Background: an optimization exercise with open tools, aiming at small area and a short achievable clock period. Do not read the settings as production practice.
RTL that was checked went through simulation tests only; none was proved equivalent to the original.
Power and IR drop assume default switching activity.

build 35:
==> flow/design.v <==
module sync_fifo
(
input               clk,
input               rst_n,
input               wen,
input   [15:0]      data_in,
output              full,
input               ren,
output  [15:0]      data_out,
output              empty
);
reg  [15:0] wr_oh;
reg  [15:0] rd_oh;
reg         full_r;
reg         nempty_r;
reg  [15:0] mem [0:15];
reg  [15:0] data_out_r;
assign full     = full_r;
assign empty    = ~nempty_r;
assign data_out = data_out_r;
wire push = wen & ~full_r;
wire pop  = ren & nempty_r;
wire [15:0] wr_oh1     = {wr_oh[14:0], wr_oh[15]};
wire [15:0] rd_oh1     = {rd_oh[14:0], rd_oh[15]};
wire        last_word  = |(rd_oh1 & wr_oh);
wire        last_space = |(wr_oh1 & rd_oh);
always @(posedge clk or negedge rst_n)
begin
    if (!rst_n) begin
        wr_oh    <= 16'd1;
        rd_oh    <= 16'd1;
        full_r   <= 1'b0;
        nempty_r <= 1'b0;
    end else begin
        if (push) wr_oh <= wr_oh1;
        if (pop)  rd_oh <= rd_oh1;
        if (push)
            nempty_r <= 1'b1;
        else if (pop)
            nempty_r <= ~last_word;
        if (pop)
            full_r <= 1'b0;
        else if (push)
            full_r <= last_space;
    end
end
reg [15:0] rd_word;
integer k;
always @*
begin
    rd_word = 16'd0;
    for (k = 0; k < 16; k = k + 1)
        rd_word = rd_word | (mem[k] & {16{rd_oh[k]}});
end
genvar i;
generate
    for (i = 0; i < 16; i = i + 1) begin : row
        always @(posedge clk)
            if (wr_oh[i] & ~full_r)
                mem[i] <= data_in;
    end
endgenerate
always @(posedge clk)
    if (pop)
        data_out_r <= rd_word;
endmodule
clock: 3.5 ns
lec_check: 0
cap_margin: 20
core_margin: 2
core_utilization: 60
cts_cluster_diameter: 100
cts_cluster_size: 30
setup_slack_margin: 1.8
slew_margin: 20
run.sh (not shown) runs the stock make flow with config.mk's settings and CLKGATE_MAP_FILE= SYNTH_SCRIPT=/design/flow/synth_recipe.tcl, a recipe that flattens the netlist after the stock synthesis.
Build 35: all stages complete, timing, DRC and antenna checks passed
#### Input delta (build 86 over build 35)
==> flow/design.v <==
module sync_fifo
(
input               clk,
input               rst_n,
input               wen,
input   [15:0]      data_in,
output              full,
input               ren,
output  [15:0]      data_out,
output              empty
);
reg  [15:0] wr_oh;
reg  [15:0] rd_oh;
reg         full_r;      
reg         nempty_r;    
reg         nfull_i;     
reg         empty_i;     
reg  [15:0] mem [0:15];
reg  [15:0] data_out_r;
assign full     = full_r;
assign empty    = ~nempty_r;
assign data_out = data_out_r;
wire push = wen & nfull_i;
wire pop  = ren & ~empty_i;
wire [15:0] wr_oh1     = {wr_oh[14:0], wr_oh[15]};
wire [15:0] rd_oh1     = {rd_oh[14:0], rd_oh[15]};
wire        last_word  = |(rd_oh1 & wr_oh);
wire        last_space = |(wr_oh1 & rd_oh);
always @(posedge clk or negedge rst_n)
begin
    if (!rst_n) begin
        wr_oh    <= 16'd1;
        rd_oh    <= 16'd1;
        full_r   <= 1'b0;
        nempty_r <= 1'b0;
        nfull_i  <= 1'b1;
        empty_i  <= 1'b1;
    end else begin
        if (push) wr_oh <= wr_oh1;
        if (pop)  rd_oh <= rd_oh1;
        if (push) begin
            nempty_r <= 1'b1;
            empty_i  <= 1'b0;
        end else if (pop) begin
            nempty_r <= ~last_word;
            empty_i  <= last_word;
        end
        if (pop) begin
            full_r  <= 1'b0;
            nfull_i <= 1'b1;
        end else if (push) begin
            full_r  <= last_space;
            nfull_i <= ~last_space;
        end
    end
end
reg [15:0] rd_word;
integer k;
always @*
begin
    rd_word = 16'd0;
    for (k = 0; k < 16; k = k + 1)
        rd_word = rd_word | (mem[k] & {16{rd_oh[k]}});
end
genvar i;
generate
    for (i = 0; i < 16; i = i + 1) begin : row
        always @(posedge clk)
            if (wr_oh[i] & nfull_i)
                mem[i] <= data_in;
    end
endgenerate
always @(posedge clk)
    if (pop)
        data_out_r <= rd_word;
endmodule
--- outcome ---
Build 86 ends up with a tightest hold margin that is 74 ps lower than in build 35.
Build 86 reports a higher sequential standard cell area than build 35 does.
Build 86 vs build 35 — met2 wire length rose 3.5%.
Build 86: number of DRC markers in iteration 0 83 above build 35
Looking at leakage power, build 86 sits 6.4% above build 35.
Against build 35, die area in build 86 rose slightly.
Between build 86 and build 35, largest net degree at the start of global routing is lower for build 35, build 86 comes in above that.
Build 35 has a lower global-route usage than build 86.
Compared with build 35, in build 86 part of the Yosys area used for sequential elements decreased by 1.1 points relative to the old numbers; flip-flop and latch count picked up an extra about 0.65%.
Route | build 86 vs build 35 | wire longer in build 86
No functional check of the RTL was part of build 86.

what the ideal ports hide:
Ports are ideal in the flow. The routed layouts listed here were re-timed in OpenROAD. Step 1 (the two cells are an assumption about what drives the block):
set clk [get_ports {clk}]
set_driving_cell -lib_cell sky130_fd_sc_hd__clkbuf_16 $clk
set_driving_cell -lib_cell sky130_fd_sc_hd__buf_2 [delete_from_list [all_inputs] $clk]
Step 2 also shifts input and output timing later by t, the mid clock arrival at the registers, as if the neighbouring blocks saw the same clock. Three values: ideal ports, drivers, drivers and shift; two values: the first two.
run | t (ns) | setup WS [ns] | hold slack, ns | worst setup path after step 2 | pins driven straight from the clock port
build 35 | 0.525 | 1.682 / 1.640 / 1.319 | 0.559 / 0.559 / 0.559 | input to register | 1
build 86 | 0.544 | 1.719 / 1.674 / 1.383 | 0.485 / 0.485 / 0.485 | input to register | 1
After both steps setup and hold are still met in every run listed. The setup slack of build 35, which loses most, moves by -0.042 ns with the drivers and by -0.363 ns with both steps.
